Source: an optimization exercise on an open RTL-to-GDS flow (aim: a short achievable clock period and few clock cycles). Production flows keep margins and buffers that such runs may drop.
Function was checked by simulation only, so behaviour that the tests miss may differ from the original.
No activity file was given, so power comes from the tool's default toggle rates.

==> flow/design.v (outline; a module is shown in full before it is edited, if it fits) <==
// module addk: 29 lines
// module alu: 33 lines
// module divider: 97 lines
// module clz32: 34 lines
// module booth_enc: 14 lines
// module mul_pp: 3029 lines
// module mul_fin: 617 lines
// module opsel: 18 lines
// module ifpred: 52 lines
// module outregs: 28 lines
// module oreg_r: 10 lines
// module oreg: 7 lines
// module cpu: 492 lines
module cpu(
    input clk_in,
    input reset,
    input [31:0] imem,
    input [31:0] ram_out,
    output [31:0] dmem_in,
    output [2:0] select,
    output [31:0] alu_r,
    output [31:0] pc,
    output [31:0] addr,
    output cs,
    output dm_w,
    output dm_r
    );
  // ...
==> flow/flow/run.sh <==
#!/bin/bash
# Own layout flow: the standard ORFS flow (standard synthesis unchanged),
# with the resizer allowed to swap cells across footprints, 8x-drive port
# buffers, timing repair aimed at a 4.4 ns cycle (an 11.6 ns setup margin on
# the design's 16 ns clock), and wider slew and capacitance margins.
set -uo pipefail
bash standard.sh \
  MATCH_CELL_FOOTPRINT=0 \
  "BUFFER_PORTS_ARGS=-buffer_cell sky130_fd_sc_hd__buf_8" \
  SETUP_SLACK_MARGIN=11.6 \
  CAP_MARGIN=35 \
  SLEW_MARGIN=30 \
  finish > standard_flow.log 2>&1
status=$?
tail -20 standard_flow.log
exit $status
==> flow/standard.sh <==
#!/bin/bash
# synth_recipe.tcl (not shown) runs the flow's synth.tcl, then flattens the netlist and writes it again
# the make line also repeats each setting of config.mk as NAME=value (left out here)
make -C /OpenROAD-flow-scripts/flow DESIGN_CONFIG=/design/flow/config.mk WORK_HOME=/design/flow/orfs CLKGATE_MAP_FILE= SYNTH_SCRIPT=/design/flow/synth_recipe.tcl "${@:-finish}"
==> flow/config.mk <==
export PLATFORM = sky130hd
export DESIGN_NAME = cpu
export DESIGN_NICKNAME = cpu
export VERILOG_FILES = /design/flow/design.v
export SDC_FILE = /design/flow/constraint.sdc
export NUM_CORES = 8
export LEC_CHECK = 0
export CAP_MARGIN = 20
export CORE_MARGIN = 2
export CORE_UTILIZATION = 40
export PLACE_DENSITY = 0.6
export SETUP_SLACK_MARGIN = 3
export SLEW_MARGIN = 20
export SYNTH_HIERARCHICAL = 1
==> flow/constraint.sdc <==
create_clock -name core_clock -period 16.0 [get_ports {clk_in}]
set_input_delay 3.2000 -clock core_clock [delete_from_list [all_inputs] [get_ports {clk_in}]]
set_output_delay 3.2000 -clock core_clock [all_outputs]
set_load 0.01 [all_outputs]
==> key figures, run 1 <==
Status
  – Status: failed layout checks
  – SO Faults: max-capacitance violations, max-slew violations

Layout
  – Most frequent cells in the layout: 2770 x edfxtp_1, 1716 x a22oi_1, 1280 x nand2_1
  – Clock buffer count: 483
  – ANT cells: 132
  – Largest registers: cp0r.r: 1024 flops, gpr.r: 992 flops, m_rows: 242 flops
  – Layout area overhead: 16.74%

Logic synthesis
  – Ys Warns: 14
  – Cells after Synth: 18620

Pwr
  – Logic pwr share: approximately 39%
  – Total combinational power: 13500 uW
  – Switching share of power: 39.71%
  – Top power consumer group: combinational cells
  – Total design power: 34940 uW

Run
  – Max Cap Viol: 1

Detailed routing
  – Avg WL per Cell: 46.70 um
  – Met2 routed WL: 475200 um
  – Iteration-0 DRC Markers: 36050
  – Drt drc: 0

Placed design
  – Dpl cells: 24730
  – I/O Buffers: a little under 200
  – Gp weighted congestion: 1.113
  – Placed inst area: 220200 um2

Hold path
  – Hold path endpoint: e_pc[20]

Clock network
  – H-tree levels: 5
  – Sink Count: 3426

Floorplanning
  – FP Rows: ~270
  – Die H: 725.8 um

Critical path
  – Reg2Reg Setup Slack: 10.65 ns
  – Critical path endpoint: e_a[0]
  – Top cell by count, worst path: nand3_1
  – CP startpoint kind: flip-flop
  – Slowest CP cell: a222oi_1
  – Delay of the slowest cell on the worst path: 0.83 ns

STA
  – Final worst slack: 10.65 ns
  – Post-layout minimum cycle time: around 5.4 ns
  – Clk_skew: 0.1610 ns
  – Max Slew Vio Count: 2
Testbench counts, summed over its fixed seeds: cycles 133,371.
==> module alu, before the edit <==
module alu(
    input  [31:0] a,
    input  [31:0] b,
    input         sub,       
    input         logic_op,  
    input  [3:0]  lop,       
    input         sll,
    input         srl,
    input         sra,
    input         slt,
    input         sltu,
    output [31:0] res,       
    output [31:0] sum,
    output [31:0] lg
    );
    wire        cout;
    addk #(32, 5) add(.a(a), .b(b ^ {32{sub}}), .cin(sub), .s(sum), .cout(cout));
    wire        ltu = ~cout;
    wire        lts = (a[31] ^ b[31]) ? a[31] : sum[31];
    genvar i;
    generate
        for (i = 0; i < 32; i = i + 1) begin : lgu
            assign lg[i] = lop[{a[i], b[i]}];
        end
    endgenerate
    wire        big  = |a[31:5];
    wire [31:0] shl  = b << a[4:0];
    wire [63:0] shr64 = {{32{sra & b[31]}}, b} >> a[4:0];
    assign res = ({32{logic_op}} & lg) |
                 ({32{sll}}      & (big ? 32'h0 : shl)) |
                 ({32{srl | sra}} & (big ? {32{sra & b[31]}} : shr64[31:0])) |
                 {31'b0, (slt & lts) | (sltu & ltu)};
endmodule
==> module divider, before the edit <==
module divider(
    input clk,
    input rst,
    input start,
    input sgn,
    input [31:0] a,
    input [31:0] b,
    output busy,
    output done,
    output [31:0] q,
    output [31:0] r,
    output qn,
    output rn
    );
    localparam IDLE = 2'd0, NORM = 2'd1, SHIFT = 2'd2, ITER = 2'd3;
    reg [1:0]  st;
    reg [31:0] A, B;
    reg [33:0] B3;           
    reg [4:0]  SH;
    reg [31:0] R, Q;
    reg [31:0] D1;           
    reg [31:0] E;            
    reg [32:0] E3;           
    reg [4:0]  cnt;
    reg        qneg, rneg;
    reg        qk, bz;        
    wire [5:0]  za6, zb6;
    clz32 cza(.v(A), .n(za6));
    clz32 czb(.v(B), .n(zb6));
    wire [4:0]  sh = zb6[4:0] - za6[4:0];
    wire [31:0] na = (sgn & a[31]) ? -a : a;
    wire [31:0] nb = (sgn & b[31]) ? -b : b;
    wire [65:0] b3s = {32'b0, B3} << SH;
    wire [63:0] b1s = {32'b0, B} << SH;
    wire [34:0] t3 = {3'b0, R} - {2'b0, E3};
    wire [32:0] t2 = {1'b0, R} - {1'b0, D1};
    wire [32:0] t1 = {1'b0, R} - {1'b0, E};
    wire        c3 = ~t3[34];
    wire        c2 = ~t2[32];
    wire        c1 = ~t1[32];
    wire        two = (cnt != 5'd0);    
    wire [1:0]  dig = c3 ? 2'd3 : c2 ? 2'd2 : c1 ? 2'd1 : 2'd0;
    wire [31:0] rn2 = c3 ? t3[31:0] : c2 ? t2[31:0] : c1 ? t1[31:0] : R;
    wire [31:0] rn1 = c2 ? t2[31:0] : R;
    wire        last = (cnt[4:1] == 4'd0);    
    assign busy = (st != IDLE);
    assign done = ((st == NORM) & qk) | ((st == ITER) & last);
    assign q = (st == NORM) ? (bz ? 32'hFFFFFFFF : 32'h0) :
               (two ? {Q[29:0], dig} : {Q[30:0], c2});
    assign r = (st == NORM) ? A : (two ? rn2 : rn1);
    assign qn = qneg;
    assign rn = rneg;
    always @(posedge clk or posedge rst) begin
        if (rst) begin
            st <= IDLE;
        end else begin
            case (st)
            IDLE:  if (start) st <= NORM;
            NORM:  st <= qk ? IDLE : SHIFT;
            SHIFT: st <= ITER;
            ITER:  if (last) st <= IDLE;
            endcase
        end
    end
    always @(posedge clk) begin
        case (st)
        IDLE: if (start) begin
            A    <= na;
            B    <= nb;
            bz   <= (nb == 32'h0);
            qk   <= (nb == 32'h0) | (na < nb);
            qneg <= sgn & (a[31] ^ b[31]);
            rneg <= sgn & a[31];
        end
        NORM: begin
            B3  <= {2'b0, B} + {1'b0, B, 1'b0};
            SH  <= sh;
        end
        SHIFT: begin
            R   <= A;
            Q   <= 32'h0;
            D1  <= b1s[31:0];
            E   <= b1s[32:1];
            E3  <= b3s[33:1];
            cnt <= SH;
        end
        ITER: begin
            R   <= rn2;
            Q   <= {Q[29:0], dig};
            D1  <= D1 >> 2;
            E   <= E >> 2;
            E3  <= E3 >> 2;
            cnt <= cnt - 5'd2;
        end
        endcase
    end
endmodule
==> module opsel, before the edit <==
module opsel(
    input [31:0] sum,       
    input [31:0] ld,        
    input [31:0] oth,       
    input [31:0] prod,      
    input [31:0] ro,        
    input [31:0] imm,       
    input s_sum,
    input s_ld,
    input s_oth,
    input s_mu,
    input s_o,
    input s_imm,
    output [31:0] v
    );
    assign v = ({32{s_sum}} & sum) | ({32{s_ld}} & ld) | ({32{s_oth}} & oth) |
               ({32{s_mu}} & prod) | ({32{s_o}} & ro) | ({32{s_imm}} & imm);
endmodule
==> module ifpred, before the edit <==
module ifpred #(parameter LO = 0, parameter HI = 31) (
    input [31:0] imem,
    input [29:0] pcw4,        
    input [3:0]  pchi,        
    input [1:0]  pclo,        
    input [31:0] r31,
    input        sel_p,       
    input [31:0] alt,         
    input        idr,         
    input [31:0] idt,         
    output [HI:LO] npc,
    output pt,                
    output jrp                
    );
    wire [5:0]  f_op   = imem[31:26];
    wire [5:0]  f_fn   = imem[5:0];
    wire        f_r    = (f_op == 6'b000000);
    wire        f_j    = (f_op[5:1] == 5'b00001);
    wire        f_beq  = (f_op == 6'b000100);
    wire        f_bne  = (f_op == 6'b000101);
    wire        f_bgez = (f_op == 6'b000001);
    wire        f_same = (imem[25:21] == imem[20:16]);
    wire        f_short = (imem[15:8] == 8'h00) | (imem[15:8] == 8'hFF);
    wire        f_jr   = f_r & (f_fn == 6'b001000);
    wire        f_teq  = f_r & (f_fn == 6'b110100);
    wire        f_tpt  = (f_r & (f_fn[5:1] == 5'b00110)) | (f_teq & f_same);    
    wire [7:0]  k_g0 = pcw4[7:0] & imem[7:0];
    wire [7:0]  k_p0 = pcw4[7:0] ^ imem[7:0];
    wire [7:0]  k_g1 = k_g0 | ({k_p0[7:1], 1'b0} & {k_g0[6:0], 1'b0});
    wire [7:0]  k_p1 = k_p0 & {k_p0[6:0], 1'b0};
    wire [7:0]  k_g2 = k_g1 | ({k_p1[7:2], 2'b0} & {k_g1[5:0], 2'b0});
    wire [7:0]  k_p2 = k_p1 & {k_p1[5:0], 2'b0};
    wire [7:0]  k_g3 = k_g2 | ({k_p2[7:4], 4'b0} & {k_g2[3:0], 4'b0});
    wire [7:0]  f_lo  = k_p0 ^ {k_g3[6:0], 1'b0};
    wire        f_b   = f_short & (k_g3[7] == imem[15]) &
                        ((f_beq & (f_same | imem[15])) | (f_bne & ~f_same) | f_bgez);
    wire [31:0] f_jt  = {pchi, imem[25:0], 2'b00};
    wire [31:0] f_pc4 = {pcw4, pclo};
    wire [31:0] f_bt  = {pcw4[29:8], f_lo, pclo};
    wire [31:0] f_tv  = 32'h00400004;
    wire        f_none = ~(f_j | f_b | f_jr | f_tpt);
    wire [31:0] pred = ({32{f_j}}    & f_jt) |
                       ({32{f_b}}    & f_bt) |
                       ({32{f_jr}}   & r31) |
                       ({32{f_tpt}}  & f_tv) |
                       ({32{f_none}} & f_pc4);
    wire [31:0] n0 = ({32{sel_p}} & pred) | ({32{~sel_p}} & alt);
    wire [31:0] n  = idr ? idt : n0;
    assign npc = n[HI:LO];
    assign pt  = f_b | (f_teq & f_same);
    assign jrp = f_jr;
endmodule
==> module outregs, before the edit <==
module outregs(
    input clk,
    input rst,
    input [31:0] pc_d,
    input [31:0] addr_d,
    input [31:0] din_d,
    input [2:0]  sel_d,
    input        cs_d,
    input        r_d,
    input        w_d,
    output [31:0] pc,
    output [31:0] addr,
    output [31:0] alu_r,
    output [31:0] dmem_in,
    output [2:0]  select,
    output        cs,
    output        dm_r,
    output        dm_w
    );
    oreg_r #(32, 32'h00400000) rpc(.clk(clk), .rst(rst), .d(pc_d), .q(pc));
    oreg_r #(1, 1'b0) rcs(.clk(clk), .rst(rst), .d(cs_d), .q(cs));
    oreg_r #(1, 1'b0) rdr(.clk(clk), .rst(rst), .d(r_d), .q(dm_r));
    oreg_r #(1, 1'b0) rdw(.clk(clk), .rst(rst), .d(w_d), .q(dm_w));
    oreg #(32) rad(.clk(clk), .d(addr_d), .q(addr));
    oreg #(32) ral(.clk(clk), .d(addr_d), .q(alu_r));
    oreg #(32) rdi(.clk(clk), .d(din_d), .q(dmem_in));
    oreg #(3)  rse(.clk(clk), .d(sel_d), .q(select));
endmodule
==> run 2, diff against run 1 <==
--- a/flow/design.v
+++ b/flow/design.v
@@ -34,16 +34,17 @@
     input         logic_op,  
     input  [3:0]  lop,       
     input         sll,
     input         srl,
     input         sra,
     input         slt,
     input         sltu,
     output [31:0] res,       
+    output        lt,        
     output [31:0] sum,
     output [31:0] lg
     );
     wire        cout;
     addk #(32, 5) add(.a(a), .b(b ^ {32{sub}}), .cin(sub), .s(sum), .cout(cout));
     wire        ltu = ~cout;
     wire        lts = (a[31] ^ b[31]) ? a[31] : sum[31];
     genvar i;
@@ -52,51 +53,51 @@
             assign lg[i] = lop[{a[i], b[i]}];
         end
     endgenerate
     wire        big  = |a[31:5];
     wire [31:0] shl  = b << a[4:0];
     wire [63:0] shr64 = {{32{sra & b[31]}}, b} >> a[4:0];
     assign res = ({32{logic_op}} & lg) |
                  ({32{sll}}      & (big ? 32'h0 : shl)) |
-                 ({32{srl | sra}} & (big ? {32{sra & b[31]}} : shr64[31:0])) |
-                 {31'b0, (slt & lts) | (sltu & ltu)};
+                 ({32{srl | sra}} & (big ? {32{sra & b[31]}} : shr64[31:0]));
+    assign lt  = (slt & lts) | (sltu & ltu);
 endmodule
 module divider(
     input clk,
     input rst,
     input start,
     input sgn,
     input [31:0] a,
     input [31:0] b,
     output busy,
     output done,
     output [31:0] q,
     output [31:0] r,
     output qn,
     output rn
     );
-    localparam IDLE = 2'd0, NORM = 2'd1, SHIFT = 2'd2, ITER = 2'd3;
+    localparam IDLE = 2'd0, NORM = 2'd1, ITER = 2'd3;
     reg [1:0]  st;
     reg [31:0] A, B;
     reg [33:0] B3;           
     reg [4:0]  SH;
     reg [31:0] R, Q;
     reg [31:0] D1;           
     reg [31:0] E;            
     reg [32:0] E3;           
     reg [4:0]  cnt;
     reg        qneg, rneg;
     reg        qk, bz;        
-    wire [5:0]  za6, zb6;
-    clz32 cza(.v(A), .n(za6));
-    clz32 czb(.v(B), .n(zb6));
-    wire [4:0]  sh = zb6[4:0] - za6[4:0];
     wire [31:0] na = (sgn & a[31]) ? -a : a;
     wire [31:0] nb = (sgn & b[31]) ? -b : b;
+    wire [5:0]  za6, zb6;
+    clz32 cza(.v(na), .n(za6));
+    clz32 czb(.v(nb), .n(zb6));
+    wire [4:0]  sh = zb6[4:0] - za6[4:0];
     wire [65:0] b3s = {32'b0, B3} << SH;
     wire [63:0] b1s = {32'b0, B} << SH;
     wire [34:0] t3 = {3'b0, R} - {2'b0, E3};
     wire [32:0] t2 = {1'b0, R} - {1'b0, D1};
     wire [32:0] t1 = {1'b0, R} - {1'b0, E};
     wire        c3 = ~t3[34];
     wire        c2 = ~t2[32];
     wire        c1 = ~t1[32];
@@ -113,37 +114,34 @@
     assign qn = qneg;
     assign rn = rneg;
     always @(posedge clk or posedge rst) begin
         if (rst) begin
             st <= IDLE;
         end else begin
             case (st)
             IDLE:  if (start) st <= NORM;
-            NORM:  st <= qk ? IDLE : SHIFT;
-            SHIFT: st <= ITER;
+            NORM:  st <= qk ? IDLE : ITER;
             ITER:  if (last) st <= IDLE;
             endcase
         end
     end
     always @(posedge clk) begin
         case (st)
         IDLE: if (start) begin
             A    <= na;
             B    <= nb;
             bz   <= (nb == 32'h0);
             qk   <= (nb == 32'h0) | (na < nb);
+            B3   <= {2'b0, nb} + {1'b0, nb, 1'b0};
+            SH   <= sh;
             qneg <= sgn & (a[31] ^ b[31]);
             rneg <= sgn & a[31];
         end
         NORM: begin
-            B3  <= {2'b0, B} + {1'b0, B, 1'b0};
-            SH  <= sh;
-        end
-        SHIFT: begin
             R   <= A;
             Q   <= 32'h0;
             D1  <= b1s[31:0];
             E   <= b1s[32:1];
             E3  <= b3s[33:1];
             cnt <= SH;
         end
         ITER: begin
@@ -3848,83 +3846,106 @@
 assign c[61] = c236;
 assign s[62] = s239;
 assign c[62] = c238;
 assign s[63] = s241;
 assign c[63] = c240;
 endmodule
 module opsel(
     input [31:0] sum,       
+    input        lt,        
     input [31:0] ld,        
     input [31:0] oth,       
     input [31:0] prod,      
     input [31:0] ro,        
     input [31:0] imm,       
     input s_sum,
     input s_ld,
     input s_oth,
     input s_mu,
     input s_o,
     input s_imm,
     output [31:0] v
     );
     assign v = ({32{s_sum}} & sum) | ({32{s_ld}} & ld) | ({32{s_oth}} & oth) |
+               {31'b0, s_oth & lt} |
                ({32{s_mu}} & prod) | ({32{s_o}} & ro) | ({32{s_imm}} & imm);
 endmodule
 module ifpred #(parameter LO = 0, parameter HI = 31) (
     input [31:0] imem,
     input [29:0] pcw4,        
     input [3:0]  pchi,        
     input [1:0]  pclo,        
     input [31:0] r31,
+    input        fz_v,        
+    input [4:0]  fz_dst,      
+    input        fz_zero,     
+    input [31:0] sgn,         
+    input        fj_v,        
+    input [4:0]  fj_dst,      
+    input [31:0] fj_val,      
     input        sel_p,       
     input [31:0] alt,         
     input        idr,         
     input [31:0] idt,         
     output [HI:LO] npc,
     output pt,                
-    output jrp                
+    output jrp,               
+    output jlp                
     );
     wire [5:0]  f_op   = imem[31:26];
     wire [5:0]  f_fn   = imem[5:0];
     wire        f_r    = (f_op == 6'b000000);
     wire        f_j    = (f_op[5:1] == 5'b00001);
     wire        f_beq  = (f_op == 6'b000100);
     wire        f_bne  = (f_op == 6'b000101);
     wire        f_bgez = (f_op == 6'b000001);
     wire        f_same = (imem[25:21] == imem[20:16]);
     wire        f_short = (imem[15:8] == 8'h00) | (imem[15:8] == 8'hFF);
     wire        f_jr   = f_r & (f_fn == 6'b001000);
+    wire        f_jl   = f_r & (f_fn == 6'b001001) & fj_v & (imem[25:21] == fj_dst);
     wire        f_teq  = f_r & (f_fn == 6'b110100);
     wire        f_tpt  = (f_r & (f_fn[5:1] == 5'b00110)) | (f_teq & f_same);    
     wire [7:0]  k_g0 = pcw4[7:0] & imem[7:0];
     wire [7:0]  k_p0 = pcw4[7:0] ^ imem[7:0];
     wire [7:0]  k_g1 = k_g0 | ({k_p0[7:1], 1'b0} & {k_g0[6:0], 1'b0});
     wire [7:0]  k_p1 = k_p0 & {k_p0[6:0], 1'b0};
     wire [7:0]  k_g2 = k_g1 | ({k_p1[7:2], 2'b0} & {k_g1[5:0], 2'b0});
     wire [7:0]  k_p2 = k_p1 & {k_p1[5:0], 2'b0};
     wire [7:0]  k_g3 = k_g2 | ({k_p2[7:4], 4'b0} & {k_g2[3:0], 4'b0});
     wire [7:0]  f_lo  = k_p0 ^ {k_g3[6:0], 1'b0};
-    wire        f_b   = f_short & (k_g3[7] == imem[15]) &
-                        ((f_beq & (f_same | imem[15])) | (f_bne & ~f_same) | f_bgez);
+    wire        f_ok  = f_short & (k_g3[7] == imem[15]);
+    wire        f_fz  = fz_v & (f_beq | f_bne) & (imem[20:16] == 5'd0) & (imem[25:21] == fz_dst);
+    wire        f_bst = (f_beq & (f_same | imem[15])) | (f_bne & ~f_same);
+    wire        f_b   = f_ok & ~f_fz & f_bst;
+    wire        f_fzb = f_ok & f_fz;             
+    wire        f_fzt = f_fzb & (f_bne ^ fz_zero);
+    wire        f_bz  = f_ok & f_bgez;           
+    wire        f_sg  = sgn[imem[25:21]];
+    wire        f_bzt = f_bz & ~f_sg;
     wire [31:0] f_jt  = {pchi, imem[25:0], 2'b00};
     wire [31:0] f_pc4 = {pcw4, pclo};
     wire [31:0] f_bt  = {pcw4[29:8], f_lo, pclo};
     wire [31:0] f_tv  = 32'h00400004;
-    wire        f_none = ~(f_j | f_b | f_jr | f_tpt);
+    wire        f_none = ~(f_j | f_b | f_jr | f_tpt | f_jl | f_fzb | f_bz);
     wire [31:0] pred = ({32{f_j}}    & f_jt) |
                        ({32{f_b}}    & f_bt) |
                        ({32{f_jr}}   & r31) |
+                       ({32{f_jl}}   & fj_val) |
                        ({32{f_tpt}}  & f_tv) |
-                       ({32{f_none}} & f_pc4);
-    wire [31:0] n0 = ({32{sel_p}} & pred) | ({32{~sel_p}} & alt);
+                       ({32{f_none}} & f_pc4) |
+                       ({32{f_fzb | f_bz}} & {pcw4[29:8], 8'h00, pclo});
+    wire [7:0]  fzl = (f_fzb ? (fz_zero ^ f_bne) : ~f_sg) ? f_lo : pcw4[7:0];
+    wire [31:0] n1 = ({32{sel_p}} & pred) | ({32{~sel_p}} & alt);
+    wire [31:0] n0 = (sel_p & (f_fzb | f_bz)) ? {n1[31:10], fzl, n1[1:0]} : n1;
     wire [31:0] n  = idr ? idt : n0;
     assign npc = n[HI:LO];
-    assign pt  = f_b | (f_teq & f_same);
+    assign pt  = f_b | (f_teq & f_same) | f_fzt | f_bzt;
     assign jrp = f_jr;
+    assign jlp = f_jl;
 endmodule
 module outregs(
     input clk,
     input rst,
     input [31:0] pc_d,
     input [31:0] addr_d,
     input [31:0] din_d,
     input [2:0]  sel_d,
@@ -3935,17 +3956,19 @@
     output [31:0] addr,
     output [31:0] alu_r,
     output [31:0] dmem_in,
     output [2:0]  select,
     output        cs,
     output        dm_r,
     output        dm_w
     );
-    oreg_r #(32, 32'h00400000) rpc(.clk(clk), .rst(rst), .d(pc_d), .q(pc));
+    wire [31:0] pc_q;
+    oreg_r #(32, 32'h00000000) rpc(.clk(clk), .rst(rst), .d(pc_d ^ 32'h00400000), .q(pc_q));
+    assign pc = pc_q ^ 32'h00400000;
     oreg_r #(1, 1'b0) rcs(.clk(clk), .rst(rst), .d(cs_d), .q(cs));
     oreg_r #(1, 1'b0) rdr(.clk(clk), .rst(rst), .d(r_d), .q(dm_r));
     oreg_r #(1, 1'b0) rdw(.clk(clk), .rst(rst), .d(w_d), .q(dm_w));
     oreg #(32) rad(.clk(clk), .d(addr_d), .q(addr));
     oreg #(32) ral(.clk(clk), .d(addr_d), .q(alu_r));
     oreg #(32) rdi(.clk(clk), .d(din_d), .q(dmem_in));
     oreg #(3)  rse(.clk(clk), .d(sel_d), .q(select));
 endmodule
@@ -3983,16 +4006,18 @@
     genvar gi;
     reg  [31:0] PC;
     reg         i_valid;
     reg  [31:0] IR;
     reg  [31:0] i_pc;
     reg  [31:0] i_pc4;
     reg         i_pt;           
     reg  [31:0] i_r31;          
+    reg  [31:0] i_jv;           
+    reg         i_jl;
     reg  [31:0] i_rsoh, i_rtoh;   
     reg         e_valid;
     reg  [31:0] e_a, e_b, e_s;        
     reg  [31:0] e_pc, e_pc4;
     reg  [29:0] e_bt;
     reg  [31:0] e_pnpc;
     reg         e_pt;
     reg  [4:0]  e_dst;          
@@ -4005,49 +4030,51 @@
     reg  e_load, e_store, e_mul, e_multu, e_div, e_divu, e_mthi, e_mtlo;
     reg  [2:0]  e_ldt;
     reg  [4:0]  m_rd;
     reg         m_mul, m_multu;
     reg  [241:0] m_rows;        
     reg         q_en;           
     reg  [4:0]  q_addr;
     reg  [31:0] q_data;
+    wire        q_nz = |q_data;
     reg         p_ld;           
-    reg         p_multu;
-    reg  [31:0] p_hs, p_hc;     
-    reg         p_hci;          
     reg  [4:0]  p_rd;
     reg  [31:0] ld_res;
     reg  [31:0] HI, LO;
     reg         hneg, lneg;
     reg         hv, lv;
     wire [31:0] d_maddr;
     outregs outr(.clk(clk_in), .rst(reset),
                  .pc_d(pc_d), .addr_d(d_maddr), .din_d(rt_val),
                  .sel_d(d_sb ? 3'b001 : d_sh ? 3'b010 : 3'b100),
                  .cs_d(id_go & (d_load | d_store)), .r_d(id_go & d_load), .w_d(id_go & d_store),
                  .pc(pc), .addr(addr), .alu_r(alu_r), .dmem_in(dmem_in), .select(select),
                  .cs(cs), .dm_r(dm_r), .dm_w(dm_w));
     wire        wa_en;  wire [4:0] wa_addr; wire [31:0] wa_data;    
     wire        wb_en;  wire [4:0] wb_addr; wire [31:0] wb_data;    
-    wire [31:0] rf [0:31];
+    wire [31:0] rf [0:31];      
+    wire [31:0] rfd [0:31];     
     assign rf[0] = 32'h0;
+    assign rfd[0] = 32'h0;
     generate
         for (gi = 1; gi < 32; gi = gi + 1) begin : gpr
             reg [31:0] r;
             reg        v;
+            reg        nz;           
             wire       wea = q_en && q_addr == gi;
             wire       web = wb_en && wb_addr == gi;
             always @(posedge clk_in or posedge reset)
                 if (reset) v <= 1'b0;
                 else if (wea | web) v <= 1'b1;
             always @(posedge clk_in)
-                if (wea) r <= q_data;
-                else if (web) r <= wb_data;
+                if (wea) begin r <= q_data; nz <= q_nz; end
+                else if (web) begin r <= wb_data; nz <= |wb_data; end
             assign rf[gi] = v ? r : 32'h0;
+            assign rfd[gi] = r;
         end
     endgenerate
     wire        c_mtc0_en, c_exc_en, c_eret_en;
     wire [4:0]  c_cause;
     wire [31:0] c_wdata;
     wire [31:0] cp0 [0:31];
     generate
         for (gi = 0; gi < 32; gi = gi + 1) begin : cp0r
@@ -4066,30 +4093,37 @@
                 else if (c_exc_en && gi == 13) r <= {24'b0, c_cause, 2'b0};
                 else if (we_e) r <= {5'b0, cp0[12][31:5]};
             assign cp0[gi] = v ? r : 32'h0;
         end
     endgenerate
     wire [31:0] EPC = cp0[14];
     wire [29:0] f_pcw4 = PC[31:2] + 30'd1;
     wire [31:0] f_pc4  = {f_pcw4, PC[1:0]};
-    wire        f_pt, f_jrp;
+    wire [31:0] zr, sr;         
+    wire        f_pt, f_jrp, f_jlp;
+    wire [31:0] r31p = (e_valid & e_link & (e_dst == 5'd31)) ? e_pc4 :
+                       (q_en & (q_addr == 5'd31)) ? q_data : rf[31];
+    wire        fj_v;
+    wire [31:0] fj_val;
+    wire        fz_v, fz_zero;
+    wire [4:0]  fz_dst;
     wire        pc_sel_p;
     wire [31:0] pc_alt;
     wire        pc_idr;         
     wire [31:0] id_target;
     wire [31:0] pc_d;
-    ifpred #(0, 7) ifp0(.imem(imem), .pcw4(f_pcw4), .pchi(PC[31:28]), .pclo(PC[1:0]), .r31(rf[31]),
-               .sel_p(pc_sel_p), .alt(pc_alt), .idr(pc_idr), .idt(id_target), .npc(pc_d[7:0]), .pt(f_pt), .jrp(f_jrp));
-    ifpred #(8, 15) ifp1(.imem(imem), .pcw4(f_pcw4), .pchi(PC[31:28]), .pclo(PC[1:0]), .r31(rf[31]),
-               .sel_p(pc_sel_p), .alt(pc_alt), .idr(pc_idr), .idt(id_target), .npc(pc_d[15:8]), .pt(), .jrp());
-    ifpred #(16, 23) ifp2(.imem(imem), .pcw4(f_pcw4), .pchi(PC[31:28]), .pclo(PC[1:0]), .r31(rf[31]),
-               .sel_p(pc_sel_p), .alt(pc_alt), .idr(pc_idr), .idt(id_target), .npc(pc_d[23:16]), .pt(), .jrp());
-    ifpred #(24, 31) ifp3(.imem(imem), .pcw4(f_pcw4), .pchi(PC[31:28]), .pclo(PC[1:0]), .r31(rf[31]),
-               .sel_p(pc_sel_p), .alt(pc_alt), .idr(pc_idr), .idt(id_target), .npc(pc_d[31:24]), .pt(), .jrp());
+    ifpred #(0, 7) ifp0(.imem(imem), .pcw4(f_pcw4), .pchi(PC[31:28]), .pclo(PC[1:0]), .r31(r31p), .sgn(sr), .fz_v(fz_v), .fz_dst(fz_dst), .fz_zero(fz_zero), .fj_v(fj_v), .fj_dst(rt), .fj_val(fj_val),
+               .sel_p(pc_sel_p), .alt(pc_alt), .idr(pc_idr), .idt(id_target), .npc(pc_d[7:0]), .pt(f_pt), .jrp(f_jrp), .jlp(f_jlp));
+    ifpred #(8, 15) ifp1(.imem(imem), .pcw4(f_pcw4), .pchi(PC[31:28]), .pclo(PC[1:0]), .r31(r31p), .sgn(sr), .fz_v(fz_v), .fz_dst(fz_dst), .fz_zero(fz_zero), .fj_v(fj_v), .fj_dst(rt), .fj_val(fj_val),
+               .sel_p(pc_sel_p), .alt(pc_alt), .idr(pc_idr), .idt(id_target), .npc(pc_d[15:8]), .pt(), .jrp(), .jlp());
+    ifpred #(16, 23) ifp2(.imem(imem), .pcw4(f_pcw4), .pchi(PC[31:28]), .pclo(PC[1:0]), .r31(r31p), .sgn(sr), .fz_v(fz_v), .fz_dst(fz_dst), .fz_zero(fz_zero), .fj_v(fj_v), .fj_dst(rt), .fj_val(fj_val),
+               .sel_p(pc_sel_p), .alt(pc_alt), .idr(pc_idr), .idt(id_target), .npc(pc_d[23:16]), .pt(), .jrp(), .jlp());
+    ifpred #(24, 31) ifp3(.imem(imem), .pcw4(f_pcw4), .pchi(PC[31:28]), .pclo(PC[1:0]), .r31(r31p), .sgn(sr), .fz_v(fz_v), .fz_dst(fz_dst), .fz_zero(fz_zero), .fj_v(fj_v), .fj_dst(rt), .fj_val(fj_val),
+               .sel_p(pc_sel_p), .alt(pc_alt), .idr(pc_idr), .idt(id_target), .npc(pc_d[31:24]), .pt(), .jrp(), .jlp());
     wire [5:0] op = IR[31:26];
     wire [5:0] fn = IR[5:0];
     wire [4:0] rs = IR[25:21];
     wire [4:0] rt = IR[20:16];
     wire [4:0] rd = IR[15:11];
     wire       rty = (op == 6'b000000);
     wire d_add   = rty & (fn == 6'b100000);
     wire d_addu  = rty & (fn == 6'b100001);
@@ -4166,77 +4200,101 @@
     wire        d_bimm  = d_imm_s | d_imm_z | d_lui;
     wire [29:0] d_bt;
     addk #(30, 5) abt(.a(i_pc4[31:2]), .b({{14{IR[15]}}, IR[15:0]}), .cin(1'b0), .s(d_bt), .cout());
     wire div_busy, dv_done;
     wire ex_haz_ld  = e_valid & e_mul & (e_ldst != 5'd0) &
                       (((e_ldst == rs) & d_urs) | ((e_ldst == rt) & d_urt));
     wire        m_byp = m_mul;
     wire [31:0] m_res;
-    wire haz_hl     = d_hilo & ((e_valid & (e_multu | e_div | e_divu)) | m_multu | (div_busy & ~dv_done));
+    wire haz_hl     = d_hilo & ((e_valid & (e_multu | e_div | e_divu)) | (div_busy & ~dv_done));
     wire haz_ag;
     wire stall      = i_valid & (ex_haz_ld | haz_hl | haz_ag);
     wire [31:0] epc_id = (e_valid & e_mtc0 & (e_rd == 5'd14)) ? S :
                          (e_valid & trap) ? e_pc : EPC;
     wire [31:0] m_prod;
     wire        sa_rs = wa_en & (wa_addr == rs);
     wire        sm_rs = ~sa_rs & m_byp & (m_rd == rs);
     wire        so_rs = ~sa_rs & ~sm_rs;
+    wire [31:0] rvl;
+    assign rvl[0] = 1'b0;
+    generate
+        for (gi = 1; gi < 32; gi = gi + 1) begin : rvf
+            assign rvl[gi] = gpr[gi].v;
+        end
+    endgenerate
+    wire [31:0] rsel_s = i_rsoh & rvl;
+    wire [31:0] rsel_t = i_rtoh & rvl;
     reg  [31:0] rfr_rs, rfr_rt;
     integer ri;
     always @(*) begin
         rfr_rs = 32'h0;
         rfr_rt = 32'h0;
         for (ri = 1; ri < 32; ri = ri + 1) begin
-            rfr_rs = rfr_rs | ({32{i_rsoh[ri]}} & rf[ri]);
-            rfr_rt = rfr_rt | ({32{i_rtoh[ri]}} & rf[ri]);
+            rfr_rs = rfr_rs | ({32{rsel_s[ri]}} & rfd[ri]);
+            rfr_rt = rfr_rt | ({32{rsel_t[ri]}} & rfd[ri]);
         end
     end
     wire        qa_rs = q_en & (q_addr == rs);
     wire        wb_rs = ~qa_rs & wb_en & (wb_addr == rs);
     wire [31:0] ro_rs = qa_rs ? q_data : wb_rs ? wb_data : rfr_rs;
     wire [31:0] rs_val;
-    opsel osa(.sum(sum), .ld(ld_data), .oth(res_o), .prod(m_prod), .ro(ro_rs), .imm(32'h0),
+    opsel osa(.sum(sum), .lt(alu_lt), .ld(ld_data), .oth(res_o), .prod(m_prod), .ro(ro_rs), .imm(32'h0),
               .s_sum(sa_rs & e_arith), .s_ld(sa_rs & e_load), .s_oth(sa_rs & ~e_arith & ~e_load),
               .s_mu(sm_rs), .s_o(so_rs),
               .s_imm(1'b0), .v(rs_val));
     wire [31:0] a_val;
-    opsel oaa(.sum(sum), .ld(ld_data), .oth(res_o), .prod(m_prod), .ro(ro_rs), .imm({27'b0, IR[10:6]}),
+    opsel oaa(.sum(sum), .lt(alu_lt), .ld(ld_data), .oth(res_o), .prod(m_prod), .ro(ro_rs), .imm({27'b0, IR[10:6]}),
               .s_sum(~d_shimm & sa_rs & e_arith), .s_ld(~d_shimm & sa_rs & e_load),
               .s_oth(~d_shimm & sa_rs & ~e_arith & ~e_load),
               .s_mu(~d_shimm & sm_rs), .s_o(~d_shimm & so_rs), .s_imm(d_shimm), .v(a_val));
     wire        sa_rt = wa_en & (wa_addr == rt);
     wire        sm_rt = ~sa_rt & m_byp & (m_rd == rt);
     wire        so_rt = ~sa_rt & ~sm_rt;
     wire        qa_rt = q_en & (q_addr == rt);
     wire [31:0] ro_rt = qa_rt ? q_data : (wb_en & (wb_addr == rt)) ? wb_data : rfr_rt;
     wire [31:0] rt_val;
-    opsel ost(.sum(sum), .ld(ld_data), .oth(res_o), .prod(m_prod), .ro(ro_rt), .imm(32'h0),
+    opsel ost(.sum(sum), .lt(alu_lt), .ld(ld_data), .oth(res_o), .prod(m_prod), .ro(ro_rt), .imm(32'h0),
               .s_sum(sa_rt & e_arith), .s_ld(sa_rt & e_load), .s_oth(sa_rt & ~e_arith & ~e_load),
               .s_mu(sm_rt), .s_o(so_rt),
               .s_imm(1'b0), .v(rt_val));
     wire [31:0] b_val;
-    opsel obb(.sum(sum), .ld(ld_data), .oth(res_o), .prod(m_prod), .ro(ro_rt), .imm(d_imm),
+    opsel obb(.sum(sum), .lt(alu_lt), .ld(ld_data), .oth(res_o), .prod(m_prod), .ro(ro_rt), .imm(d_imm),
               .s_sum(~d_bimm & sa_rt & e_arith), .s_ld(~d_bimm & sa_rt & e_load),
               .s_oth(~d_bimm & sa_rt & ~e_arith & ~e_load),
               .s_mu(~d_bimm & sm_rt), .s_o(~d_bimm & so_rt), .s_imm(d_bimm), .v(b_val));
     assign haz_ag = (d_load | d_store) & ~so_rs;
-    addk #(32, 5) aag(.a(ro_rs), .b(d_imm), .cin(1'b0), .s(d_maddr), .cout());
+    wire [31:0] fz_ir  = {{16{IR[15]}}, IR[15:0]};
+    wire        fz_zq  = ((q_data ^ fz_ir) ^ {(q_data[30:0] | fz_ir[30:0]), 1'b0}) == 32'h0;
+    wire        fz_zw  = ((wb_data ^ fz_ir) ^ {(wb_data[30:0] | fz_ir[30:0]), 1'b0}) == 32'h0;
+    wire        fz_zr  = ((rfr_rs ^ fz_ir) ^ {(rfr_rs[30:0] | fz_ir[30:0]), 1'b0}) == 32'h0;
+    assign fz_zero = qa_rs ? fz_zq : wb_rs ? fz_zw : fz_zr;
+    assign fz_dst  = rt;
+    assign fz_v    = i_valid & (d_addi | d_addiu) & so_rs;
+    wire        fj_li  = d_ori | d_andi | d_xori;
+    assign fj_val = d_lui ? {IR[15:0], 16'h0} :
+                    d_ori ? (lg | {16'h0, IR[15:0]}) :
+                    d_andi ? (lg & {16'h0, IR[15:0]}) : (lg ^ {16'h0, IR[15:0]});
+    assign fj_v   = i_valid & (d_lui | (fj_li & sa_rs & e_logic));
+    wire [31:0] ag_r, ag_q, ag_w;
+    addk #(32, 5) aagr(.a(rfr_rs), .b(d_imm), .cin(1'b0), .s(ag_r), .cout());
+    addk #(32, 5) aagq(.a(q_data), .b(d_imm), .cin(1'b0), .s(ag_q), .cout());
+    addk #(32, 5) aagw(.a(wb_data), .b(d_imm), .cin(1'b0), .s(ag_w), .cout());
+    assign d_maddr = qa_rs ? ag_q : wb_rs ? ag_w : ag_r;
     wire [31:0] fres;
     wire        e_fast;
-    wire [31:0] zr, sr;         
     assign zr[0] = 1'b1;
     assign sr[0] = 1'b0;
     generate
         for (gi = 1; gi < 32; gi = gi + 1) begin : zfl
-            assign zr[gi] = ~|rf[gi];
+            assign zr[gi] = ~(gpr[gi].v & gpr[gi].nz);
             assign sr[gi] = rf[gi][31];
         end
     endgenerate
-    wire        z_ro   = qa_rs ? ~|q_data : wb_rs ? ~|wb_data : |(i_rsoh & zr);
+    wire        z_ro   = qa_rs ? ~q_nz : wb_rs ? ~|wb_data : |(i_rsoh & zr);
     wire        s_ro   = qa_rs ? q_data[31] : wb_rs ? wb_data[31] : |(i_rsoh & sr);
     wire [31:0] x_b    = B ^ {32{e_sub}};
     wire        x_az   = ((A ^ x_b) ^ {(A[30:0] | x_b[30:0]), e_sub}) == 32'h0;
     wire        z_ex   = e_arith ? x_az : e_logic ? ~|lg : ~|e_pc4;
     wire        z_rs   = sa_rs ? z_ex : z_ro;
     wire        s_rs   = sa_rs ? (e_logic ? lg[31] : e_pc4[31]) : s_ro;
     wire        rs_ok  = ~sm_rs & (~sa_rs | e_fast);
     wire        rs_sok = ~sm_rs & (~sa_rs | e_logic | e_link);
@@ -4244,48 +4302,49 @@
     wire        d_same = (rs == rt);
     wire        br_ok  = (d_bgez & rs_sok) | ((d_beq | d_bne) & (d_same | ((rt == 5'd0) & rs_ok)));
     wire        eq_id  = d_same | z_rs;
     wire        tk_id  = (d_beq & eq_id) | (d_bne & ~eq_id) | (d_bgez & ~s_rs);
     wire        d_bpt  = (d_beq & (d_same | IR[15])) | (d_bne & ~d_same) | d_bgez;
     wire        d_jx   = d_jr | d_jalr;
     wire [31:0] f_rs   = sa_rs ? (e_logic ? lg : e_pc4) : ro_rs;
     wire        jx_ok  = d_jalr & rs_sok;
-    wire        jx_mis = jx_ok;
+    wire        jx_mis = jx_ok & ~(i_jl & sa_rs & e_logic & (lg == i_jv));
     wire        br_tk  = br_ok ? tk_id : d_bpt;
     wire        br_mis = d_br & (br_tk != i_pt);
     wire        tq_tk  = d_teq & d_same & ~i_pt;
     wire id_redirect = i_valid & ~stall & (d_eret | br_mis | jx_mis | tq_tk);
     assign id_target = d_eret ? epc_id :
                             d_jalr ? f_rs :
                             d_teq  ? 32'h00400004 :
                             br_tk  ? {d_bt, i_pc[1:0]} : i_pc4;
     wire [31:0] A = e_a;
     wire [31:0] B = e_b;
     wire [31:0] S = e_s;
     wire [31:0] alu_res, sum, lg;      
+    wire        alu_lt;                
     alu al(.a(A), .b(B), .sub(e_sub), .logic_op(e_logic), .lop(e_lop),
            .sll(e_sll), .srl(e_srl), .sra(e_sra), .slt(e_slt), .sltu(e_sltu),
-           .res(alu_res), .sum(sum), .lg(lg));
+           .res(alu_res), .lt(alu_lt), .sum(sum), .lg(lg));
     wire [5:0] clz_n;
     clz32 cz(.v(A), .n(clz_n));
     wire [31:0] hi_val = hv ? (hneg ? -HI : HI) : 32'h0;
     wire [31:0] lo_val = lv ? (lneg ? -LO : LO) : 32'h0;
     assign e_fast = e_arith | e_logic | e_link;
     assign fres   = ({32{e_arith}} & sum) | ({32{e_logic}} & lg) | ({32{e_link}} & e_pc4);
     wire [31:0] other = ({32{e_link}} & e_pc4) |
                         ({32{e_mfhi}} & hi_val) |
                         ({32{e_mflo}} & lo_val) |
                         ({32{e_mfc0}} & cp0[e_rd]) |
                         ({32{e_clz}}  & {26'b0, clz_n});
     wire [31:0] ld_data = e_ldt[2] ? ram_out :
                           e_ldt[1] ? {{16{e_ldt[0] & ram_out[31]}}, ram_out[31:16]} :
                                      {{24{e_ldt[0] & ram_out[31]}}, ram_out[31:24]};
     wire [31:0] res_o = alu_res | other;       
-    wire [31:0] res = ({32{e_arith}} & sum) | ({32{e_load}} & ld_data) | res_o;
+    wire [31:0] res = ({32{e_arith}} & sum) | ({32{e_load}} & ld_data) | res_o | {31'b0, alu_lt};
     assign wa_en   = e_valid & (e_dst != 5'd0);
     assign wa_addr = e_dst;
     assign wa_data = res;
     always @(posedge clk_in or posedge reset) begin
         if (reset) q_en <= 1'b0;
         else       q_en <= wa_en;
     end
     always @(posedge clk_in) begin
@@ -4332,17 +4391,19 @@
         i_rtoh <= 32'd1 << (stall ? IR[20:16] : imem[20:16]);
     end
     always @(posedge clk_in) begin
         if (!stall) begin
             IR     <= imem;
             i_pc   <= PC;
             i_pc4  <= f_pc4;
             i_pt   <= f_pt;
-            i_r31  <= rf[31];
+            i_r31  <= r31p;
+            i_jv   <= fj_val;
+            i_jl   <= f_jlp;
         end
     end
     always @(posedge clk_in) begin
         e_a    <= a_val;
         e_b    <= b_val;
         e_s    <= rt_val;
         e_pc   <= i_pc;
         e_pc4  <= i_pc4;
@@ -4397,64 +4458,53 @@
         end
     end
     always @(posedge clk_in) begin
         m_rd   <= e_ldst;
         if (e_mul | e_multu) m_rows <= t_rows;
     end
     wire [63:0] m_fs, m_fc;
     mul_fin mfin(.rows(m_rows), .s(m_fs), .c(m_fc));
-    wire [32:0] m_lo33;
-    addk #(32, 5) amlo(.a(m_fs[31:0]), .b(m_fc[31:0]), .cin(1'b0), .s(m_lo33[31:0]), .cout(m_lo33[32]));
-    assign m_prod = m_lo33[31:0];
-    wire [31:0] p_hi;
-    addk #(32, 5) aphi(.a(p_hs), .b(p_hc), .cin(p_hci), .s(p_hi), .cout());
+    wire [63:0] m_p64;
+    addk #(64, 6) amp(.a(m_fs), .b(m_fc), .cin(1'b0), .s(m_p64), .cout());
+    assign m_prod = m_p64[31:0];
     assign m_res = m_prod;
     wire m_kill = wa_en & (wa_addr == m_rd);
     always @(posedge clk_in or posedge reset) begin
         if (reset) begin
             p_ld <= 1'b0;
         end else begin
             p_ld <= m_byp & ~m_kill;
         end
     end
     always @(posedge clk_in) begin
         p_rd   <= m_rd;
         ld_res <= m_res;
-        if (m_multu) begin
-            p_hs  <= m_fs[63:32];
-            p_hc  <= m_fc[63:32];
-            p_hci <= m_lo33[32];
-        end
-    end
-    always @(posedge clk_in or posedge reset) begin
-        if (reset) p_multu <= 1'b0;
-        else       p_multu <= m_multu;
     end
     assign wb_en   = p_ld;
     assign wb_addr = p_rd;
     assign wb_data = ld_res;
     wire [31:0] dv_q, dv_r;
     wire        dv_qn, dv_rn;
     divider dv(
         .clk(clk_in), .rst(reset),
         .start(e_valid & (e_div | e_divu)), .sgn(e_div),
         .a(A), .b(S),
         .busy(div_busy), .done(dv_done), .q(dv_q), .r(dv_r), .qn(dv_qn), .rn(dv_rn));
-    wire hi_we = (e_valid & e_mthi) | p_multu | dv_done;
+    wire hi_we = (e_valid & e_mthi) | m_multu | dv_done;
     wire lo_we = (e_valid & e_mtlo) | m_multu | dv_done;
     always @(posedge clk_in or posedge reset) begin
         if (reset) begin
             hv <= 1'b0; lv <= 1'b0;
         end else begin
             if (hi_we) hv <= 1'b1;
             if (lo_we) lv <= 1'b1;
         end
     end
     always @(posedge clk_in) begin
         if (e_valid & e_mthi) begin HI <= A; hneg <= 1'b0; end
-        else if (p_multu) begin HI <= p_hi; hneg <= 1'b0; end
+        else if (m_multu) begin HI <= m_p64[63:32]; hneg <= 1'b0; end
         else if (dv_done) begin HI <= dv_r; hneg <= dv_rn; end
         if (e_valid & e_mtlo) begin LO <= A; lneg <= 1'b0; end
         else if (m_multu) begin LO <= m_prod; lneg <= 1'b0; end
         else if (dv_done) begin LO <= dv_q; lneg <= dv_qn; end
     end
 endmodule
==> flow/flow/run.sh (replaced) <==
#!/bin/bash
# Own layout flow: the standard ORFS flow (standard synthesis unchanged),
# with the resizer allowed to swap cells across footprints, 8x-drive port
# buffers, timing repair aimed at a 4.4 ns cycle (an 11.6 ns setup margin on
# the design's 16 ns clock), and wider slew and capacitance margins.
set -uo pipefail
bash standard.sh \
  MATCH_CELL_FOOTPRINT=0 \
  "BUFFER_PORTS_ARGS=-buffer_cell sky130_fd_sc_hd__buf_8" \
  SETUP_SLACK_MARGIN=11.6 \
  CAP_MARGIN=45 \
  SLEW_MARGIN=45 \
  finish > standard_flow.log 2>&1
status=$?
tail -20 standard_flow.log
exit $status
==> key figures, run 2 <==
Clock network
  – Clk slew on worst S/H paths: 0.06 ns (about the same)
  – Sink Count: 3423 (was 3426)
  – Total CTS buffers: 390 (was 391)
  – CTS max path bufs: 4 (unchanged)
  – Root Driver: clkbuf_16 (unchanged)
  – CTS tree: yes (unchanged)
  – Clk latency of the worst-skew pair: 1.17 ns (was 1.15 ns)
  – H-tree levels: 5 (unchanged)

STA
  – WHS: 0.3218 ns (was 0.3335 ns)
  – Final Setup Violations: 0 (unchanged)
  – Final hold vios: 0 (unchanged)
  – Clk_skew: 0.1770 ns (was 0.1610 ns)
  – Tcrit/Tclk final: 31.61% (was 33.47%)
  – Setup_tns: 0 ns (unchanged)
  – Max Slew Vio Count: 0 (was 2)
  – Final worst slack: 10.94 ns (was 10.65 ns)
  – Max_slew headroom: 31.61% (was -3.080%)
  – Achievable frequency: 0.1977 GHz (was 0.1868 GHz)
  – Worst-Margin Slew: 1.015 ns (was 1.530 ns)
  – Post-layout minimum cycle time: 5.058 ns (was 5.354 ns)
  – RSZ-0062 raised after global routing: true (unchanged)

Logic synthesis
  – Cells after Synth: 21140 (was 18620)
  – Synthesized cell area: 216800 um2 (was 208400 um2)
  – Average size of a mapped cell: 10.26 um2 (was 11.19 um2)
  – Ys Warns: 15 (was 14)

Detailed routing
  – Iteration-0 DRC Markers: 40210 (was 36050)
  – Avg WL per Cell: 43.67 um (was 46.70 um)
  – Via count: 205100 (was 187100)
  – Routed WL: 1255000 um (was 1211000 um)
  – Drt drc: 0 (unchanged)
  – DRT antenna net count: 0 (unchanged)
  – Mean number of vias per cell: 7.137 (was 7.218)
  – Drt first pass iters: 22 (was 17)

Placed design
  – I/O Buffers: 199 (unchanged)
  – Hpwl dp: 809600 um (was 814500 um)
  – Gp weighted congestion: 1.052 (was 1.113)
  – Placed inst area: 227900 um2 (was 220200 um2)
  – Dpl ws: 9.514 ns (was 9.350 ns)

Layout
  – Most frequent cells in the layout: 2768 x edfxtp_1, 2323 x nand2_1, 1577 x o21ai_0 (was 2770 x edfxtp_1, 1716 x a22oi_1, 1280 x nand2_1)
  – Layout cells sized above 1: 19.67% (was 24.30%)
  – Layout area overhead: 18.03% (was 16.74%)
  – Largest registers: cp0r.r: 1024 flops, gpr.r: 992 flops, m_rows: 242 flops (unchanged)
  – Commonest non-fill, non-tap cell in the layout: edfxtp_1 (unchanged)
  – Max reg flops: 1024 (unchanged)
  – Most flops, register: cp0r.r (unchanged)
  – Nets: 22190 (was 19490)
  – Design area: 255900 um2 (was 243300 um2)

Global route
  – Total track usage: 43.66% (was 44.04%)
  – First-pass GRT wire length: 1648000 um (was 1587000 um)
  – Grt total ovfl: 0 (unchanged)
  – Initial antenna violation count: 139 (was 172)
  – Largest net degree at the start of global routing: 109 (was 77)
  – Number of global-route vias before repair: 184600 (was 171000)

Floorplanning
  – FP Rows: 270 (was 265)
  – Initial Util: 40.13% (was 40.08%)
  – Die Wd: 740.1 um (was 725.8 um)
  – Die Footprint: 547800 um2 (was 526700 um2)
  – I/O pin cnt: 200 (unchanged)
  – Core box area: 540200 um2 (was 519900 um2)
  – Die H: 740.1 um (was 725.8 um)

Critical path
  – CP Max Fanout: 1 (was 5)
  – CP required: 12.80 ns (was 16.87 ns)
  – CP top delay family: flip-flops (was compound AO/OA/AOI/OAI gates)
  – Reg2Reg Setup Slack: 10.96 ns (was 10.65 ns)
  – RR Startpoint: gpr[3].v (was e_b[9])
  – Crit path DAT: 1.86 ns (was 6.23 ns)
  – CP Capture Type: output port (was flip-flop)
  – Critical path class: reg2out (was reg2reg)
  – Delay of the slowest cell on the worst path: 0.64 ns (was 0.83 ns)
  – Reg-to-reg critical path endpoint: outr.ral.q[28] (was e_a[0])
  – Crit path cell chain: buf_8 (was xor2_1, ha_2, nand2_1, o21ai_0, nand3_1, a21oi_4, or3_4, a221oi_2, buf_4, maj3_2, a222oi_1, nand2_1, a31oi_1, nand3_1, a221oi_2, o311ai_4, a22oi_1, nand3_1)
  – CP startpoint kind: flip-flop (unchanged)
  – Slowest CP cell: dfrtp_2 (was a222oi_1)
  – Critical path buffers and inverters: 1 (unchanged)
  – R2R depth: 17 (was 18)

Status
  – Status: finished clean (was failed layout checks)

Pwr
  – Pleak: 0.09242 uW (was 0.08576 uW)
  – PD cells: 114.1 nW/um2 (was 143.6 nW/um2)
  – Worst VDD drop: 0.1007 mV (was 0.1558 mV)
  – Total design power: 29200 uW (was 34940 uW)

Hold path
  – Worst min path class: reg2reg (unchanged)
  – Hold path depth: 0 (unchanged)
  – Hold path startpoint: i_pc[11] (was i_pc[20])
  – Hold path endpoint: e_pc[11] (was e_pc[20])

Run
  – Max Cap Viol: 0 (was 1)
-- run 2: worst max-delay path by stage --
stage	cells past startpoint	slack [ns]	end	start
2_1_floorplan	10	10.60	PC[3]	imem[0]
3_3_place_gp	16	9.41	PC[9]	e_a[17]
3_5_place_dp	20	9.51	outr.rpc.q[22]	e_a[17]
4_1_cts	1	11.00	cs	outr.rcs.q
5_1_grt	23	10.98	dv.SH[4]	e_a[16]
6_report	1	10.94	cs	outr.rcs.q
-- run 2: metrics by stage --
stage	utilization, %	cells
global route	47.31	28610
finish	47.36	28730
global placement	41.85	27200
CTS	46.16	28300
detailed placement	42.18	27250
floorplan	-	21210
-- run 2: final cells by class --
type,count,area (um2)
fill,49320,284300
multi-input combinational,14820,114900
sequential,3423,97430
timing repair buffer,1568,17780
clock buffer,508,10720
tap,7208,9019
inverter,819,3119
clock inverter,216,2481
antenna,171,427.9
-- run 2: timing repair --
item | 4_1_cts | 5_1_grt
gates cloned | 32 | 19
setup buffers | 296 | 217
hold buffers | 0 | 0
resized for setup | 1304 | 688
pin swaps | 248 | 267
endpoints found under the setup margin | 955 | 481
-- run 2: report_power, final --
part | leakage (uW) | internal [uW] | switching [uW] | total (uW)
registers | 0.0315 | 10400 | 672 | 11100
logic | 0.0545 | 3090 | 5480 | 8570
clock network | 0.00644 | 5400 | 4150 | 9550
total | 0.0924 | 18900 | 10300 | 29200
-- run 2: per-layer routing --
metal	up-vias	part of all wire (%)	global-route usage (%)
li1	78460	-	-
met1	100500	35	53.62
met2	20050	39	58.73
met3	5907	16	21.31
met4	131	9.9	31.09
met5	-	0.31	4.848
Testbench counts of run 2, summed over its fixed seeds: cycles 129,121.
==> run 3, diff against run 2 <==
--- a/flow/config.mk
+++ b/flow/config.mk
@@ -7,8 +7,8 @@
 export LEC_CHECK = 0
 export CAP_MARGIN = 20
 export CORE_MARGIN = 2
-export CORE_UTILIZATION = 40
-export PLACE_DENSITY = 0.6
+export CORE_UTILIZATION = 35
+export PLACE_DENSITY = 0.55
 export SETUP_SLACK_MARGIN = 3
 export SLEW_MARGIN = 20
 export SYNTH_HIERARCHICAL = 1
==> key figures, run 3 <==
Detailed routing
  – Iteration-0 DRC Markers: 38430 (was 40210)
  – DRT antenna net count: 1 (was 0)
  – Avg WL per Cell: 43.78 um (was 43.67 um)
  – Drt drc: 0 (unchanged)
  – Mean number of vias per cell: 6.863 (was 7.137)
  – Via count: 204300 (was 205100)
  – Drt first pass iters: 14 (was 22)
  – Routed WL: 1303000 um (was 1255000 um)

Critical path
  – CP Max Fanout: 1 (unchanged)
  – Delay of the slowest cell on the worst path: 0.61 ns (was 0.64 ns)
  – Crit path cell chain: buf_8 (unchanged)
  – Slowest CP cell: dfrtp_4 (was dfrtp_2)
  – R2R depth: 19 (was 17)
  – CP top delay family: flip-flops (unchanged)
  – CP Capture Type: output port (unchanged)
  – Critical path buffers and inverters: 1 (unchanged)
  – Critical path class: reg2out (unchanged)
  – CP required: 12.80 ns (about the same)
  – CP startpoint kind: flip-flop (unchanged)
  – WP depth: 1 (unchanged)
  – Crit path DAT: 1.96 ns (was 1.86 ns)

Clock network
  – # hold bufs at CTS: 0 (unchanged)
  – Root Driver: clkbuf_16 (unchanged)
  – Total CTS buffers: 396 (was 390)
  – CTS tree: yes (unchanged)
  – Clk slew on worst S/H paths: 0.06 ns (about the same)
  – CTS max path bufs: 4 (unchanged)
  – H-tree levels: 5 (unchanged)
  – Sink Count: 3423 (unchanged)
  – Clk latency of the worst-skew pair: 1.20 ns (was 1.17 ns)

STA
  – Final Setup Violations: 0 (unchanged)
  – Worst-Margin Slew: 1.005 ns (was 1.015 ns)
  – Clk_skew: 0.1784 ns (was 0.1770 ns)
  – Max Slew Vio Count: 0 (unchanged)
  – Setup_tns: 0 ns (unchanged)
  – WHS: 0.3376 ns (was 0.3218 ns)
  – RSZ-0062 raised after global routing: true (unchanged)
  – Final hold vios: 0 (unchanged)
  – Achievable frequency: 0.1938 GHz (was 0.1977 GHz)
  – Tcrit/Tclk final: 32.25% (was 31.61%)
  – Max_slew headroom: 32.98% (was 31.61%)
  – Post-layout minimum cycle time: 5.161 ns (was 5.058 ns)

Layout
  – Most frequent cells in the layout: 2768 x edfxtp_1, 2315 x nand2_1, 1580 x o21ai_0 (was 2768 x edfxtp_1, 2323 x nand2_1, 1577 x o21ai_0)
  – Max reg flops: 1024 (unchanged)
  – Nets: 22270 (was 22190)
  – Layout area overhead: 18.90% (was 18.03%)
  – Commonest non-fill, non-tap cell in the layout: edfxtp_1 (unchanged)
  – Layout cells sized above 1: 19.97% (was 19.67%)
  – Most flops, register: cp0r.r (unchanged)
  – Largest registers: cp0r.r: 1024 flops, gpr.r: 992 flops, m_rows: 242 flops (unchanged)

Logic synthesis
  – Cells after Synth: 21140 (unchanged)
  – Average size of a mapped cell: 10.26 um2 (unchanged)
  – Ys Warns: 15 (unchanged)
  – Synthesized cell area: 216800 um2 (unchanged)

Global route
  – First-pass GRT wire length: 1700000 um (was 1648000 um)
  – Total track usage: 39.66% (was 43.66%)
  – Number of global-route vias before repair: 184400 (was 184600)
  – Largest net degree at the start of global routing: 143 (was 109)
  – Grt total ovfl: 0 (unchanged)
  – Initial antenna violation count: 151 (was 139)

Placed design
  – Hpwl dp: 846900 um (was 809600 um)
  – Gp weighted congestion: 1.045 (was 1.052)
  – I/O Buffers: 199 (unchanged)

Pwr
  – PD cells: 113.3 nW/um2 (was 114.1 nW/um2)
  – Worst VDD drop: 0.1156 mV (was 0.1007 mV)
  – Pleak: 0.09278 uW (was 0.09242 uW)

Floorplanning
  – Initial Util: 35.06% (was 40.13%)
  – Die Footprint: 625600 um2 (was 547800 um2)
  – I/O pin cnt: 200 (unchanged)
  – Core box area: 618300 um2 (was 540200 um2)
  – Die Wd: 791.0 um (was 740.1 um)
  – Die H: 791.0 um (was 740.1 um)
  – FP Rows: 289 (was 270)

Run
  – Max Cap Viol: 0 (unchanged)

Status
  – Status: failed layout checks (was finished clean)
  – SO Faults: antenna violations

Hold path
  – Worst min path class: reg2reg (unchanged)
  – Hold path depth: 0 (unchanged)
==> run 3: metal layers <==
layer / up-vias / track usage (%) / wire (um)
met5: - / 2.975 / 3271
met4: 121 / 27.05 / 118100
met3: 5402 / 19.35 / 206300
met2: 19190 / 54.00 / 507600
met1: 100900 / 48.70 / 467800
li1: 78640 / - / -
==> run 3: timing repair <==
action,CTS,global route
setup endpoints to repair,925,502
gates cloned,42,16
pin swaps,237,233
resized for setup,1438,554
buffers inserted,389,173
==> run 3: area by class of cell <==
cell class | count | area, um2
Tap cell | 8148 | 10190
Antenna cell | 179 | 447.9
Clock buffer | 512 | 10780
Timing Repair Buffer | 1645 | 18420
Fill cell | 58900 | 360600
Sequential cell | 3423 | 97510
Inverter | 819 | 3142
Clock inverter | 221 | 2165
Multi-Input combinational cell | 14820 | 115100
==> run 3: path summary, 6_finish.rpt <==
path                             from       endpoint  slack [ns]
hold / removal                i_pc[7]        e_pc[7]        0.34
setup reg to reg            gpr[11].v  outr.rpc.q[3]       10.87
setup / recovery           outr.rdr.q           dm_r       10.84
min in group asynchronous       reset     outr.rdw.q        2.01
max in group asynchronous       reset         PC[20]       12.63
hold reg to reg               i_pc[7]        e_pc[7]        0.34
==> run 3: per-stage QoR <==
step	worst slack, ns	instance area (um2)	utilization [%]	std cells	total power, uW
3_3_place_gp	9.236	227500	36.79	28170	18820
2_1_floorplan	10.60	217300	-	21210	16170
6_report	10.84	257700	41.68	29770	29210
4_1_cts	10.92	252300	40.80	29380	28570
3_5_place_dp	9.732	229300	37.08	28220	18840
5_1_grt	10.89	257400	41.63	29650	29820
==> run 3: power by group <==
part | total (uW) | internal, uW | leakage [uW] | switching, uW
registers | 11200 | 10400 | 0.0315 | 758
logic | 8620 | 3070 | 0.0549 | 5550
clock network | 9430 | 5240 | 0.00630 | 4190
total | 29200 | 18700 | 0.0928 | 10500

==> what the ideal ports hide <==
In the flow no input, the clock included, has a driving cell. The finished layouts below were timed again as built, in two steps. Step 1 sets driving cells, clkbuf_16 on the clock port and buf_2 on the other inputs (assumed; they add their load-dependent delay and slew). Step 2 moves the port delays by t, midway between the first and last clock arrival at a register: inputs arrive t later, outputs are due t later. That takes back most of the time a late clock gives input paths. Slacks: no drivers / after step 1 / after step 2; pairs: no drivers / after step 1.
run	t (ns)	slack for setup (ns)	hold slack, ns	pins driven straight from the clock port
run 1	1.219	10.646 / 10.646 / 10.513	0.333 / 0.333 / 0.333	1
run 2	1.218	10.942 / 10.809 / 10.027	0.322 / 0.322 / 0.322	1
run 3	1.231	10.839 / 10.713 / 9.894	0.338 / 0.338 / 0.338	1
The setup slack of run 3, which loses most, moves by -0.126 ns with the drivers and by -0.945 ns with both steps.
